Context: an optimization exercise on an open-source flow, tuned for small area and a short achievable clock period. The choices shown serve that exercise and are no tape-out recipe. The RTL was checked by simulation tests, not by an equivalence proof against the original design.

## iir_DF1_Biquad
module iir_DF1_Biquad (
  input clk,
  input rst,
  input signed [15:0] din,
  output signed [15:0] dout
);
  reg [15:0] y, xa, xb;
  reg rst_d;
  wire rst_y;
  reg c0_0;
  reg c1_0;
  reg c0_1;
  reg c1_1;
  reg c0_2;
  reg c1_2;
  reg c0_3;
  reg c1_3;
  reg c0_4;
  reg c1_4;
  reg c0_5;
  reg c1_5;
  reg c0_6;
  reg c1_6;
  reg c0_7;
  reg c1_7;
  reg c0_8;
  reg c1_8;
  reg c0_9;
  reg c1_9;
  reg c0_10;
  reg c1_10;
  reg c0_11;
  reg c1_11;
  reg c0_12;
  reg c1_12;
  reg c0_13;
  reg c1_13;
  reg c0_14;
  reg c1_14;
  reg c0_15;
  reg c1_15;
  reg c0_16;
  reg c1_16;
  reg c0_17;
  reg c1_17;
  reg c0_18;
  reg c1_18;
  reg c0_19;
  reg c1_19;
  reg c0_20;
  reg c1_20;
  reg c0_21;
  reg c1_21;
  reg c0_22;
  reg c1_22;
  reg c0_23;
  reg c1_23;
  reg c0_24;
  reg c1_24;
  reg c0_25;
  reg c1_25;
  reg c0_26;
  reg c1_26;
  reg c0_27;
  reg c1_27;
  reg c0_28;
  reg c1_28;
  reg c0_29;
  reg c1_29;
  wire s1;
  wire c2;
  wire hs3;
  wire hc4;
  wire k5;
  wire s6;
  wire c7;
  wire hs8;
  wire hc9;
  wire k10;
  wire s11;
  wire c12;
  wire hs13;
  wire hc14;
  wire k15;
  wire s16;
  wire c17;
  ...
Settings: LEC_CHECK=0, CAP_MARGIN=20, CORE_MARGIN=2, CORE_UTILIZATION=60, CTS_BUF_LIST=sky130_fd_sc_hd__clkbuf_8, PLACE_DENSITY=0.8, SLEW_MARGIN=20, SYNTH_HIERARCHICAL=1, SYNTH_MINIMUM_KEEP_SIZE=0; clock period 11.0 ns.
standard.sh (not shown) runs the stock make flow with config.mk's settings and CLKGATE_MAP_FILE= SYNTH_SCRIPT=/design/flow/synth_recipe.tcl, a recipe that flattens the netlist after the stock synthesis.
==> flow/flow/run.sh <==
#!/bin/bash
# The standard layout (the standard.sh, standard synthesis unchanged) with a few
# settings changed: clock tree synthesis inserts no dummy loads, the port buffers are
# buf_2 cells instead of the default delay buffers, and timing repair aims for a
# setup slack of 7.0 ns rather than 0.
set -euo pipefail
export CTS_ARGS="-sink_clustering_enable -repair_clock_nets -buf_list {sky130_fd_sc_hd__clkbuf_8 sky130_fd_sc_hd__clkbuf_16} -dont_use_dummy_load"
export BUFFER_PORTS_ARGS="-buffer_cell sky130_fd_sc_hd__buf_2"
export SETUP_SLACK_MARGIN=7.0
bash standard.sh > standard.log 2>&1
Edit:
--- a/flow/flow/run.sh
+++ b/flow/flow/run.sh
@@ -5 +5 @@
-# setup slack of 7.0 ns rather than 0.
+# setup slack of 6.9 ns rather than 0.
@@ -9 +9 @@
-export SETUP_SLACK_MARGIN=7.0
+export SETUP_SLACK_MARGIN=6.9
The new run completed with no timing, DRC or antenna violations.
Flip-flop and latch count is unchanged.
Global-route usage came out lower by 0.84 points.
Register-to-register slack got worse by 0.02 ns.
Worst setup slack got worse by 0.016 ns.
Area after synthesis is unchanged.
Core utilization came out lower by 2.7 points.

iir_DF1_Biquad again, from the RTL that the note above started with.
## iir_DF1_Biquad
module iir_DF1_Biquad (
  input clk,
  input rst,
  input signed [15:0] din,
  output signed [15:0] dout
);
Settings: LEC_CHECK=0, CAP_MARGIN=20, CORE_MARGIN=2, CORE_UTILIZATION=50, CTS_BUF_LIST=sky130_fd_sc_hd__clkbuf_8, PLACE_DENSITY=0.7, SLEW_MARGIN=20, SYNTH_HIERARCHICAL=1, SYNTH_MINIMUM_KEEP_SIZE=0; clock period 11.0 ns.
==> flow/flow/run.sh <==
#!/bin/bash
# The standard layout (the standard.sh, standard synthesis unchanged) with a few
# settings changed: clock tree synthesis inserts no dummy loads, the port buffers are
# buf_2 cells instead of the default delay buffers, and timing repair aims for a
# setup slack of 6.8 ns rather than 0.
set -euo pipefail
export CTS_ARGS="-sink_clustering_enable -repair_clock_nets -buf_list {sky130_fd_sc_hd__clkbuf_8 sky130_fd_sc_hd__clkbuf_16} -dont_use_dummy_load"
export BUFFER_PORTS_ARGS="-buffer_cell sky130_fd_sc_hd__buf_2"
export SETUP_SLACK_MARGIN=6.8
bash standard.sh > standard.log 2>&1
The baseline finished with timing, DRC and antenna clean.
==> next run, changes <==
==> flow/flow/run.sh (replaced) <==
#!/bin/bash
# The standard layout (the standard.sh, standard synthesis unchanged) with a few
# settings changed: clock tree synthesis inserts no dummy loads, the port buffers are
# buf_2 cells instead of the default delay buffers, and timing repair aims for a
# setup slack of 6.7 ns rather than 0.
set -euo pipefail
export CTS_ARGS="-sink_clustering_enable -repair_clock_nets -buf_list {sky130_fd_sc_hd__clkbuf_8 sky130_fd_sc_hd__clkbuf_16} -dont_use_dummy_load"
export BUFFER_PORTS_ARGS="-buffer_cell sky130_fd_sc_hd__buf_2"
export SETUP_SLACK_MARGIN=6.7
bash standard.sh > standard.log 2>&1
CORE_UTILIZATION = 60   (was 50)
PLACE_DENSITY = 0.8   (was 0.7)
The changed run completed with no timing, DRC or antenna violations.
Count of clock-buffer cells in the layout stays the same.
Die area falls by 16%.
Wire length rises by 8.8%.
Worst setup slack degrades by 0.088 ns.

## separate check: timing with driven ports
Ports are ideal in the flow. The routed layouts listed here were re-timed in OpenROAD. Step 1 assumes that a clkbuf_16 drives the clock port and a buf_2 every other input. Step 2 also shifts input and output timing later by t, the mid clock arrival at the registers, as if the neighbouring blocks saw the same clock. Three values: ideal ports, drivers, drivers and shift; two values: the first two.
run	t, ns	setup slack, ns	hold slack, ns	latest minus earliest clock arrival (ns)
the first run of note 1	0.397	6.973 / 6.973 / 6.897	0.581 / 0.581 / 0.581	0.020 / 0.019
the second run of note 1	0.394	6.957 / 6.957 / 6.957	0.578 / 0.578 / 0.578	0.029 / 0.029
the first run of note 2	0.394	6.934 / 6.934 / 6.934	0.523 / 0.523 / 0.523	0.025 / 0.025
the second run of note 2	0.394	6.846 / 6.846 / 6.846	0.527 / 0.527 / 0.527	0.017 / 0.017
After both steps setup and hold are still met in every run listed. For the first run of note 1, which loses most, drivers alone change the setup slack by 0.000 ns; drivers and shift together by -0.076 ns.
